This is an optimization exercise on Yosys and OpenROAD, whose aim is a short achievable clock period and few clock cycles, not a production implementation. Only simulation tests tie the RTL to the original design; equivalence was not proved. Power is estimated from default activity; no workload was simulated.

### flow/flow/run.sh
#!/bin/bash
set -euo pipefail
bash standard.sh SETUP_SLACK_MARGIN=6.4 "BUFFER_PORTS_ARGS=-buffer_cell sky130_fd_sc_hd__buf_8" finish > standard.log 2>&1
### flow/standard.sh
#!/bin/bash
# synth_recipe.tcl (not shown) runs the flow's synth.tcl, then flattens the netlist and writes it again
# the make line also repeats each setting of config.mk as NAME=value (left out here)
make -C /OpenROAD-flow-scripts/flow DESIGN_CONFIG=/design/flow/config.mk WORK_HOME=/design/flow/orfs CLKGATE_MAP_FILE= SYNTH_SCRIPT=/design/flow/synth_recipe.tcl "${@:-finish}"
### flow/config.mk
export PLATFORM = sky130hd
export DESIGN_NAME = LEGLiteSingle
export DESIGN_NICKNAME = LEGLiteSingle
export VERILOG_FILES = /design/flow/design.v
export SDC_FILE = /design/flow/constraint.sdc
export NUM_CORES = 4
export LEC_CHECK = 0
export CAP_MARGIN = 20
export CORE_MARGIN = 2
export CORE_UTILIZATION = 30
export CTS_CLUSTER_DIAMETER = 100
export CTS_CLUSTER_SIZE = 20
export SLEW_MARGIN = 20
export SYNTH_HIERARCHICAL = 1
export SYNTH_MINIMUM_KEEP_SIZE = 0
export TNS_END_PERCENT = 100
### flow/constraint.sdc
create_clock -name core_clock -period 9.0 [get_ports {clock}]
set_input_delay 1.8000 -clock core_clock [delete_from_list [all_inputs] [get_ports {clock}]]
set_output_delay 1.8000 -clock core_clock [all_outputs]
set_load 0.01 [all_outputs]
### flow/design.v
module LL_Add16(a, b, cin, s, co);
input  [15:0] a, b;
input         cin;
output [15:0] s;
output        co;
reg [15:0] p, g, pp, gg;
integer k, d;
always @(*) begin
	p  = a ^ b;
	g  = a & b;
	pp = p;
	gg = g;
	gg[0] = g[0] | (p[0] & cin);
	for (d = 1; d < 16; d = d * 2)
		for (k = 15; k >= d; k = k - 1) begin
			gg[k] = gg[k] | (pp[k] & gg[k-d]);
			pp[k] = pp[k] & pp[k-d];
		end
end
assign s  = p ^ {gg[14:0], cin};
assign co = gg[15];
endmodule
module LL_Add7(a, b, s);
input  [6:0] a, b;
output [7:0] s;
assign s = a + b;
endmodule
module LL_Inc(pc, pc2);
input  [15:0] pc;
output [15:0] pc2;
assign pc2 = {pc[15:1] + 15'd1, pc[0]};
endmodule
module LL_PCNext(pc, imm, jump, base, next, target);
input  [15:0] pc;
input  [6:0]  imm;
input         jump;
input  [15:0] base;
output [15:0] next;
output [15:0] target;
wire [7:0] lo;
LL_Add7 add_lo(.a(pc[7:1]), .b(imm), .s(lo));
wire [7:0] hi  = pc[15:8];
wire [7:0] hi1 = pc[15:8] + 8'd1;
wire [7:0] him = pc[15:8] - 8'd1;
wire [7:0] t_c1 = imm[6] ? hi : hi1;
wire [7:0] t_c0 = imm[6] ? him : hi;
wire [7:0] n_hi, t_hi;
LL_Pick8 next_pick(.jump(jump), .c(lo[7]), .t0(t_c0), .t1(t_c1), .base(base[15:8]), .q(n_hi));
LL_Mux8  tgt_mux(.sel(lo[7]), .a(t_c0), .b(t_c1), .q(t_hi));
assign next   = {n_hi, jump ? {lo[6:0], pc[0]} : base[7:0]};
assign target = {t_hi, lo[6:0], pc[0]};
endmodule
module LL_Pick8(jump, c, t0, t1, base, q);
input        jump, c;
input  [7:0] t0, t1, base;
output [7:0] q;
assign q = jump ? (c ? t1 : t0) : base;
endmodule
module LL_FDec(ins, zok, ldw, taken, hold);
input  [15:0] ins;
input  [7:0]  zok;
input  [6:0]  ldw;
output        taken;
output        hold;
wire [2:0] op = ins[15:13];
wire [7:0] z = zok;
wire [7:0] l = {1'b0, ldw};
wire reads_a = (op == 3'd0) || (op == 3'd3) || (op == 3'd4) || (op == 3'd6) || (op == 3'd7);
assign taken = (op == 3'd5) && z[ins[2:0]];
assign hold  = (reads_a && l[ins[5:3]]) || ((op == 3'd0) && l[ins[12:10]]) ||
               ((op == 3'd5) && l[ins[2:0]]);
endmodule
module LL_Mux8(sel, a, b, q);
input        sel;
input  [7:0] a, b;
output [7:0] q;
assign q = sel ? b : a;
endmodule
module LL_Read(idx, r, q);
input  [2:0]   idx;
input  [111:0] r;
output [15:0]  q;
assign q = (idx == 3'd7) ? 16'd0 : r[idx*16 +: 16];
endmodule
module LEGLiteSingle(
	iaddr,
	daddr,
	dwrite,
	dread,
	dwdata,
	clock,
	idata,
	ddata,
	reset
	);
output [15:0] iaddr;
output [15:0] daddr;
output dwrite;
output dread;
output [15:0] dwdata;
input clock;
input [15:0] idata;
input [15:0] ddata;
input reset;
localparam OP_ADD  = 3'd0;
localparam OP_LDUR = 3'd3;
localparam OP_STUR = 3'd4;
localparam OP_CBZ  = 3'd5;
localparam OP_ADDI = 3'd6;
localparam OP_ANDI = 3'd7;
reg [15:0] pc;           
reg        x_valid;      
reg        x_andi;       
reg        x_ld;         
reg        x_st;         
reg        x_cbz;        
reg [15:0] x_target;     
reg [15:0] x_pc;         
reg [15:0] x_a;          
reg [15:0] x_opb;        
reg [15:0] x_b;          
reg        x_fwd_b;      
reg        x_pred;       
reg        x_wait;       
reg        x_add;        
reg [2:0]  x_rn, x_rm;
reg [15:0] x_sx;
reg [6:0]  x_alu1h;      
reg        x_wr;         
reg [2:0]  x_rt;
reg [6:0]  x_ld1h;       
reg        m_ld, m_st;   
reg [6:0]  m_ld1h;       
reg [15:0] m_addr;
reg [15:0] m_wdata;
reg [15:0] rf [0:6];     
reg [6:0]  zf;           
wire [15:0] sum;
wire        sum_co;
LL_Add16 alu_add(.a(x_a), .b(x_opb), .cin(1'b0), .s(sum), .co(sum_co));
wire [15:0] result   = x_andi ? (x_a & x_opb) : sum;
wire        stall    = x_valid && x_wait;
wire        x_go     = x_valid && !x_wait;
wire        redirect = x_go && x_cbz && ((x_b == 16'd0) != x_pred);
wire [15:0] zsum     = (x_a ^ x_opb) ^ {(x_a[14:0] | x_opb[14:0]), 1'b0};
wire        x_zero   = x_andi ? ((x_a & x_opb) == 16'd0) : (zsum == 16'd0);
wire [15:0] x_pc2;
LL_Inc    x_inc(.pc(x_pc), .pc2(x_pc2));
reg [111:0] rfm;
reg [15:0]  rf_nx [0:6];
reg [6:0]   zf_nx;
integer i;
always @(*)
	for (i = 0; i < 7; i = i + 1) begin
		if (m_ld1h[i]) begin
			rfm[i*16 +: 16] = ddata;
			zf_nx[i]        = (ddata == 16'd0);
		end else begin
			rfm[i*16 +: 16] = rf[i];
			zf_nx[i]        = zf[i];
		end
		rf_nx[i] = rfm[i*16 +: 16];
		if (x_go && x_alu1h[i]) begin
			rf_nx[i] = result;
			zf_nx[i] = x_zero;
		end
	end
always @(posedge clock)
	for (i = 0; i < 7; i = i + 1) begin
		rf[i] <= rf_nx[i];
		zf[i] <= zf_nx[i];
	end
wire [2:0]  f_op = idata[15:13];
wire [2:0]  f_rt = idata[2:0];
wire [2:0]  f_rn = idata[5:3];
wire [2:0]  f_rm = idata[12:10];
wire        f_isadd = (f_op == OP_ADD);
wire [15:0] f_sx = {{9{idata[12]}}, idata[12:6]};
wire [2:0]  idx_a = stall ? x_rn : f_rn;
wire [2:0]  idx_m = stall ? x_rm : f_rm;
wire [2:0]  idx_t = stall ? x_rt : f_rt;
wire [15:0] rd_a, rd_m, rd_t;
LL_Read read_a(.idx(idx_a), .r(rfm), .q(rd_a));
LL_Read read_m(.idx(idx_m), .r(rfm), .q(rd_m));
LL_Read read_t(.idx(idx_t), .r(rfm), .q(rd_t));
wire x_fw = x_wr && !x_wait;
wire fx_a = x_fw && (x_rt == f_rn);
wire fx_m = x_fw && (x_rt == f_rm);
wire fx_t = x_fw && (x_rt == f_rt);
wire [15:0] op_a = fx_a ? result : rd_a;
wire [15:0] op_m = fx_m ? result : rd_m;
wire [15:0] op_t = fx_t ? result : rd_t;
wire x_sel = reset || redirect || stall;
reg [7:0] zok;
reg [6:0] ldw;
always @(*) begin
	zok[7] = !x_sel;
	for (i = 0; i < 7; i = i + 1) begin
		zok[i] = zf[i] && !(x_valid && (x_alu1h[i] || x_ld1h[i])) && !m_ld1h[i] && !x_sel;
		ldw[i] = x_valid && x_ld1h[i];
	end
end
wire f_taken, f_hold;
LL_FDec f_dec(.ins(idata), .zok(zok), .ldw(ldw), .taken(f_taken), .hold(f_hold));
wire [7:0] ldw8 = {1'b0, ldw};
wire f_dep_t = (f_op == OP_STUR) && ldw8[f_rt];
wire [15:0] pc2;
LL_Inc      f_inc(.pc(pc), .pc2(pc2));
wire [15:0] pc_x    = reset ? 16'd0 : (x_pred || stall) ? x_pc2 : x_target;
wire [15:0] pc_base = x_sel ? pc_x : pc2;
wire [15:0] pc_next;
wire [15:0] f_target;
LL_PCNext   f_next(.pc(pc), .imm(idata[12:6]), .jump(f_taken), .base(pc_base),
                   .next(pc_next), .target(f_target));
always @(posedge clock)
	pc <= pc_next;
always @(posedge clock) begin
	if (reset)       x_valid <= 1'b0;
	else if (!stall) x_valid <= !redirect;
	x_a <= op_a;
	x_b <= op_t;
	if (stall) begin
		x_opb   <= x_add ? op_m : x_sx;
		x_fwd_b <= 1'b0;
		x_wait  <= 1'b0;
	end else begin
		x_opb    <= f_isadd ? op_m : f_sx;
		x_fwd_b  <= f_dep_t;
		x_wait   <= f_hold;
		x_andi   <= (f_op == OP_ANDI);
		x_ld     <= (f_op == OP_LDUR);
		x_st     <= (f_op == OP_STUR);
		x_cbz    <= (f_op == OP_CBZ) && (f_rt != 3'd7);
		x_add    <= f_isadd;
		x_sx     <= f_sx;
		x_target <= f_target;
		x_pc     <= pc;
		x_pred   <= f_taken;
		x_wr     <= !reset && !redirect &&
		            (f_isadd || (f_op == OP_ADDI) || (f_op == OP_ANDI)) && (f_rt != 3'd7);
		x_rt     <= f_rt;
		x_rn     <= f_rn;
		x_rm     <= f_rm;
		for (i = 0; i < 7; i = i + 1) begin
			x_alu1h[i] <= (f_isadd || (f_op == OP_ADDI) || (f_op == OP_ANDI)) && (f_rt == i);
			x_ld1h[i]  <= (f_op == OP_LDUR) && (f_rt == i);
		end
	end
end
always @(posedge clock) begin
	if (reset) begin
		m_ld <= 1'b0;
		m_st <= 1'b0;
	end else begin
		m_ld <= x_go && x_ld;
		m_st <= x_go && x_st;
	end
	m_ld1h  <= (reset || !x_go) ? 7'd0 : x_ld1h;
	m_addr  <= sum;
	m_wdata <= x_fwd_b ? ddata : x_b;
end
assign iaddr  = pc;
assign daddr  = m_addr;
assign dread  = m_ld;
assign dwrite = m_st;
assign dwdata = m_wdata;
endmodule
==> reports/summary.txt <==
MaxCap Viol Count: 0
critical path's slowest cell: mux4_2
GRT Overall Usage: 19.17%
Placed Cells: 2,520
largest net degree at the start of global routing: 51
layout net count: 2,010
Yosys Warn Count: 10
Worst-Skew Late Latency: 0.54 ns
mean post-synth cell area: 10.50 um^2
Initial Util: 30.29%
I/O pin count: 84
Die Y: 250.9 um
critical path arrival: 3.46 ns
Longest Clk Path Bufs: 3
DIE AREA: 62,940 um^2
crit path cell chain: nor4_2, nand4_1, buf_6, mux2_4, and3_4, and4b_1, mux4_2, mux2i_4, nor2_4, buf_6, buf_16
fill cell count: 5,652
die width: 250.9 um
Post-Route WL: 64.17 mm
critical path class: flip-flop to flip-flop
CTS Sinks: 296
clk slew on worst S/H paths: 0.10 ns
clock network fraction of total power: 13.2%
Worst Path Required: 9.29 ns
GR Overflow Total: 0
WL/cell: 23.71 um
Cell Int Power: 4.100 mW
initial DRC count: 1,367
crit-path most repeated cell: buf_6
remaining antenna violation count: 0
hold-fix buffers at CTS: 0
startpoint type of the worst setup path: flip-flop
post-DP HPWL: 38.63 mm
period utilization: 35.18%
Worst Setup End Kind: flip-flop
FF-to-FF Start: x_b[3]
status: no timing/DRC/antenna violations
total core area: 60,360 um^2
total CTS buffers: 19
area grow syn2layout: 32.54%
# setup viols final: 0
Hold Crit Start: pc[0]
first-pass GRT wire length: 92.51 mm
CTS tree: built
Hold WC Path Type: flip-flop to flip-flop
final std cells w/o fill: 2,706
Root Driver: clkbuf_16
Synth Net Count: 1,836
layout cells sized above 1: 43.06%
Net Sw Power: 2.566 mW
PD cells: 275.0 nW/um^2
via/cell ratio: 5.510
Buffers on Ports: 83
initial antenna violation count: 2
CP startpoint: x_b[3]
sequential share of power: 31.7%
routability cong.: 0.8736
H-tree depth: 1
Clock Skews: 0.02171 ns
FP Rows: 90
relative slew slack: 28.24%
leakage power: 9.754 nW
TNS Setup: 0 ns
minimum clock period: 3.166 ns
Crit Path Max Fanout: 8
drt first pass iters: 5
mapped cell area: 18,290 um^2
Fmax: 0.3159 GHz
Fin. Hold Viols: 0
sw frac: 38.49%
critical path's largest stage delay: 0.49 ns
Vias: 14,910
vias in the first global route: 14,680
Gate power share: 55.1%
max-slew violation count: 0
Max IR drop VDD: 0.0001319 V
worst slew pin tran: 1.075 ns
RSZ-0062 raised after global routing: yes
# DRC: 0
Post-Syn Instances: 1,742
## per-stage QoR
step | hold WS (ns) | worst slack, ns | total power, mW | util [%] | instance area, um^2
after floorplan | 0.4069 | 5.467 | 4.062 | - | 18660
after global placement | 0.4770 | 4.200 | 4.976 | 33.58 | 20270
after detailed placement | 0.4762 | 4.539 | 5.053 | 33.64 | 20310
after CTS | 0.5154 | 5.901 | 6.387 | 38.70 | 23360
after global routing | 0.5095 | 5.721 | 6.986 | 40.15 | 24230
final | 0.4993 | 5.834 | 6.666 | 40.15 | 24230
## flip-flops by register name, summed over array words and instances, names as in the netlist, 16 cells and up
signal / flops
x_b: 16
m_addr: 16
rf: 112
pc: 16
m_wdata: 16
x_opb: 16
x_target: 16
x_a: 16
x_pc: 16
## critical path: cells and delay by family, from the launching register on
family                 cells  cell delay, ns
muxes                      3            1.02
and+or+nand+nor            5            1.08
buffers and inverters      3            0.47
DFF                        1            0.35
## worst paths after layout
kind            endpoint  slack [ns]  cells past startpoint
min reg2reg  x_target[0]        0.50                      0
max               x_pred        5.83                     11
min          x_target[0]        0.50                      0
max reg2reg       x_pred        5.83                     11
## cell usage in the layout, fill, tap and decap left out, drive strengths merged, types with 25 or more instances in the layout
master    n
buf     254
nor2     61
o21ai    25
a21oi    31
inv      55
edfxtp   67
xnor2    41
or2      48
dfxtp   229
nand2   148
a22o     58
xor2     38
mux2i   174
a31oi    54
ha       57
clkbuf   32
nor2b    28
mux2    313
## power by group through the flow
stage | registers, mW | logic, mW | clock network, mW
after floorplan | 2.06 | 2.01 | 0
after global placement | 2.11 | 2.87 | 0
after detailed placement | 2.13 | 2.92 | 0
after CTS | 2.12 | 3.37 | 0.901
after global routing | 2.16 | 3.89 | 0.945
final | 2.11 | 3.67 | 0.883
## per-layer routing
layer | vias to the layer above | wire length (um) | track usage, %
li1 | 6703 | - | -
met1 | 7404 | 28030 | 26.26
met2 | 671 | 29370 | 31.13
met3 | 129 | 4369 | 2.537
met4 | 2 | 2388 | 6.395
met5 | - | 7 | 0
## final cells by class
class                      instances  area, um^2  share of cell area, %
multi-input combinational       1281       12110                  49.97
sequential                       296        6709                  27.68
timing repair buffer             262        3667                  15.13
tap                              782       978.4                  4.037
clock buffer                      25       498.0                  2.055
inverter                          56       237.7                 0.9809
clock inverter                     3       32.53                 0.1342
antenna                            1       2.502                0.01033
## timing repair
| item | CTS | global route |
|---|---|---|
| pin swaps | 61 | 78 |
| gates resized for setup | 286 | 95 |
| setup endpoints to repair | 258 | 202 |
| setup buffers | 85 | 39 |
| gates cloned | 26 | 7 |
Testbench counts, summed over its fixed seeds: cycles 50,633.

-- static timing again, ports no longer ideal --
Ports are ideal in the flow. The routed layout listed here was re-timed in OpenROAD.
Step 1 sets driving cells, clkbuf_16 on the clock port and buf_2 on the other inputs (assumed; they add their load-dependent delay and slew).
Step 2 times the ports against the registers' clock, not the clock port: input delays grow and output delays shrink by t, the midpoint of the rising clock arrivals with the driver on.
Slacks: ideal ports / drivers / drivers and shift; pairs: ideal ports / drivers.
t, ns: 0.595
setup WS [ns]: 5.834 / 5.834 / 5.290
hold slack, ns: 0.499 / 0.499 / 0.499
slew at the worst register clock pin (ns): 0.10 / 0.10
worst slew at a driven data input, ns: 0.08
After both steps setup and hold are still met in this run. The setup slack of this run moves by 0.000 ns with the drivers and by -0.544 ns with both steps.
